What follows belongs to an exercise in optimizing a design on an open flow for small area and a short achievable clock period; a production flow would make more cautious choices. At most, simulation tests tie the RTL to the original design; equivalence was not proved. No activity file was given, so power comes from the tool's default toggle rates.

## lampFPU_FMA
module lampFPU_FMA( clk,rst,
sign_op1_i,mant_op1_i,exp_op1_i,isZ_op1_i,isInf_op1_i, isSNAN_op1_i, isQNAN_op1_i,
sign_op2_i,mant_op2_i,exp_op2_i,isZ_op2_i,isInf_op2_i, isSNAN_op2_i, isQNAN_op2_i,
sign_op3_i,mant_op3_i,exp_op3_i,isInf_op3_i, isSNAN_op3_i, isQNAN_op3_i,
doFMU_i,is_mult_sub_i,is_add_sub_i,  
res_sign_o,res_mant_o, res_exp_o,
is_Overflow_o,is_Underflow_o,is_to_round_o,valid_o
);
For scale: about 1,600 cells after synthesis, about 95 I/O pins, roughly 9900 sq um of cells after synthesis.
clock: 10.0 ns
lec_check: 0
abc_area: 1
cap_margin: 20
core_margin: 2
core_utilization: 40
setup_slack_margin: 3
slew_margin: 20
run.sh (not shown) runs the stock make flow with config.mk's settings and CLKGATE_MAP_FILE= SYNTH_SCRIPT=/design/flow/synth_recipe.tcl, a recipe that flattens the netlist after the stock synthesis.
The starting point ran to the end with no violations.
Rerun with:
ABC_AREA = unset   (was 1)
SETUP_SLACK_MARGIN = unset   (was 3)
Effect:
- worst hold slack barely changes
- sequential share of layout area is higher by 0.40 points
- critical path depth rises by 4
Rerun with:
SETUP_SLACK_MARGIN = 3   (was unset)
Effect: Clock power hardly moves. Synthesized area stays the same. Clock skew barely changes. Wire length is higher by about 2.5%. Fmax increases by 30%. Clock-buffer cell count does not change.
Rerun with:
SETUP_SLACK_MARGIN = 5   (was 3)
Outcome:
- worst hold slack is better by 5.0 ps
- critical path depth goes up by 3
- global-route usage goes up by 2.3 points
- final cell count goes up by 5.6%
Function was not checked in any run of this note: the RTL went through the layout flow alone.

---

== oak ==
Another version of the RTL of lampFPU_FMA (not shown whole).
Size: about 1600 cells after synthesis, ~84 flip-flops, about 95 I/O pins, ~0.010 mm^2 of cells after synthesis.
clock: 10.0 ns
lec_check: 0
abc_area: 1
cap_margin: 20
core_margin: 2
core_utilization: 65
cts_buf_list: sky130_fd_sc_hd__clkbuf_8
setup_slack_margin: 4
slew_margin: 20
standard.sh (not shown) runs the stock make flow with config.mk's settings and CLKGATE_MAP_FILE= SYNTH_SCRIPT=/design/flow/synth_recipe.tcl, a recipe that flattens the netlist after the stock synthesis.
==> flow/flow/run.sh <==
#!/bin/bash
# Standard layout, except that the port buffers are buf_1 cells instead of
# the delay-cell buffers buffer_ports picks by default. Every port still gets a buffer.
set -euo pipefail
bash standard.sh BUFFER_PORTS_ARGS="-buffer_cell sky130_fd_sc_hd__buf_1" finish > standard_make.log 2>&1
oak ended with every stage complete and zero timing, DRC or antenna violations.
Input changes introduced in pine (baseline for comparison: oak):
- setting TNS_END_PERCENT to 10 for the first time
- changing CORE_UTILIZATION from 65 to 40
==> flow/flow/run.sh <==
#!/bin/bash
# Standard layout, except that the port buffers are buf_1 cells instead of
# the delay-cell buffers buffer_ports picks by default (every port still gets
# a buffer), and that after global routing non-critical gates are downsized
# while the setup margin is kept (flow/post_grt.tcl).
set -euo pipefail
bash standard.sh BUFFER_PORTS_ARGS="-buffer_cell sky130_fd_sc_hd__buf_1" POST_GLOBAL_ROUTE_TCL="$PWD/flow/post_grt.tcl" finish > standard_make.log 2>&1
==> flow/flow/post_grt.tcl (new file) <==
# After ORFS's global-route timing repair: downsize gates off the critical
# paths while keeping the setup margin, then redo the incremental global route
# and the route guides for the detailed router.
global_route -start_incremental
repair_timing -recover_power 100 -setup_margin $::env(SETUP_SLACK_MARGIN) -verbose
global_route -end_incremental
estimate_parasitics -global_routing
report_wns
report_tns
write_guides $::env(RESULTS_DIR)/route.guide
Findings:
oak finished every step from synthesis to the final layout, and the layout passed the timing, DRC and antenna checks. Per the final summary, pine finished and its layout is clean on timing, DRC and antenna. Diff oak -> pine: number of buffers added for setup after CTS lost 3, number of signal-net inverters in the final layout rose by about 0.32%, max-slew violation count was more or less identical, wire length on met2 went down by 820 um, design area dropped 2.3%. oak -> pine: area used by multi-input combinational logic decreased by a few percent. Of pine and oak, pine shows the lower share of final-layout standard cells stronger than drive strength 1, with oak above it. STATUS shortest period the worst path allows: pine loses against oak. Per the comparison of pine with oak, fraction of area in non-clock buffers went down by 2.0 points, global-route usage went down by 12 points, final core utilization went down by 31 points.

---

lampFPU_FMA again, from the RTL that the note above started with.
==> flow/config.mk <==
export PLATFORM = sky130hd
export DESIGN_NAME = lampFPU_FMA
export DESIGN_NICKNAME = lampFPU_FMA
export VERILOG_FILES = /design/flow/design.v
export SDC_FILE = /design/flow/constraint.sdc
export NUM_CORES = 4
export LEC_CHECK = 0
export ABC_AREA = 1
export CAP_MARGIN = 20
export CORE_MARGIN = 2
export CORE_UTILIZATION = 40
export CTS_BUF_LIST = sky130_fd_sc_hd__clkbuf_8
export SETUP_SLACK_MARGIN = 4
export SLEW_MARGIN = 20
export TNS_END_PERCENT = 30
==> flow/constraint.sdc <==
create_clock -name core_clock -period 10.0 [get_ports {clk}]
set_input_delay 2.0000 -clock core_clock [delete_from_list [all_inputs] [get_ports {clk}]]
set_output_delay 2.0000 -clock core_clock [all_outputs]
set_load 0.01 [all_outputs]
==> flow/flow/run.sh <==
#!/bin/bash
# Standard layout, except that the port buffers are buf_1 cells instead of
# the delay-cell buffers buffer_ports picks by default. Every port still gets a buffer.
set -euo pipefail
bash standard.sh BUFFER_PORTS_ARGS="-buffer_cell sky130_fd_sc_hd__buf_1" finish > standard_make.log 2>&1
Rerun with:
CTS_BUF_LIST = default   (was sky130_fd_sc_hd__clkbuf_8)
SETUP_SLACK_MARGIN = 5   (was 4)
TNS_END_PERCENT = default   (was 30)
What happened: The new run went through all stages and came out clean; global-route usage rises by 5.1 points; routed wire length went up by well over a third; power increases by well over a third; via count went up by about a fifth; synthesized area is unchanged; hold slack is worse by 0.017 ns; fmax is lower slightly; setup slack degrades by 0.032 ns; non-clock buffer count rose by 199.
Rerun with:
SETUP_SLACK_MARGIN = 4   (was 5)
=>
- The changed run finished clean
- final area is lower by a quarter to a third
- combinational power is lower by well over a third
- sequential share of layout area is higher by 3.3 points
- flip-flop and latch count stays the same
- worst setup slack gains 0.028 ns
- fmax is higher slightly
- core utilization is lower by 14 points
- register-to-register slack loses 0.06 ns
- hold slack gains 0.012 ns
- die area is unchanged
- routed wire length is lower by a quarter to a third
Rerun with:
CORE_UTILIZATION = 55   (was 40)
SETUP_SLACK_MARGIN = 3   (was 4)
Total power falls by about 9%; count of clock-buffer cells in the layout rises by 1; clock power rises by about 8%; core utilization rises by 13 points; final area falls by 7.8%.

[what the ideal ports hide]
How much do the figures lean on ideal ports? The routed layouts below were timed once more, with nothing changed but the port constraints. Step 1: set_driving_cell puts a clkbuf_16 on clk and a buf_2 on each other input, an assumption about the parent block. Step 2 also shifts input and output timing later by t, the mid clock arrival at the registers, as if the neighbouring blocks saw the same clock. Three values: ideal ports, drivers, drivers and shift; two values: the first two.
run | t (ns) | slack for setup (ns) | worst register clock-pin slew, ns
the first run of note 1 | 0.388 | 3.484 / 3.501 / 3.113 | 0.06 / 0.06
the second run of note 1 | 0.393 | 1.293 / 1.293 / 1.293 | 0.07 / 0.07
the third run of note 1 | 0.393 | 3.307 / 3.307 / 3.023 | 0.07 / 0.07
the fourth run of note 1 | 0.399 | 3.791 / 3.791 / 3.791 | 0.08 / 0.08
oak | 0.416 | 4.172 / 4.172 / 3.832 | 0.09 / 0.09
pine | 0.406 | 2.616 / 2.616 / 2.616 | 0.08 / 0.08
the first run of note 3 | 0.405 | 4.222 / 4.241 / 3.835 | 0.08 / 0.08
the second run of note 3 | 0.398 | 4.190 / 4.203 / 3.805 | 0.07 / 0.07
the third run of note 3 | 0.381 | 4.218 / 4.237 / 3.857 | 0.06 / 0.06
the fourth run of note 3 | 0.389 | 3.587 / 3.607 / 3.218 | 0.07 / 0.07
After both steps every run listed still meets setup and hold. For the first run of note 3, which loses most, drivers alone change the setup slack by +0.019 ns; drivers and shift together by -0.387 ns.
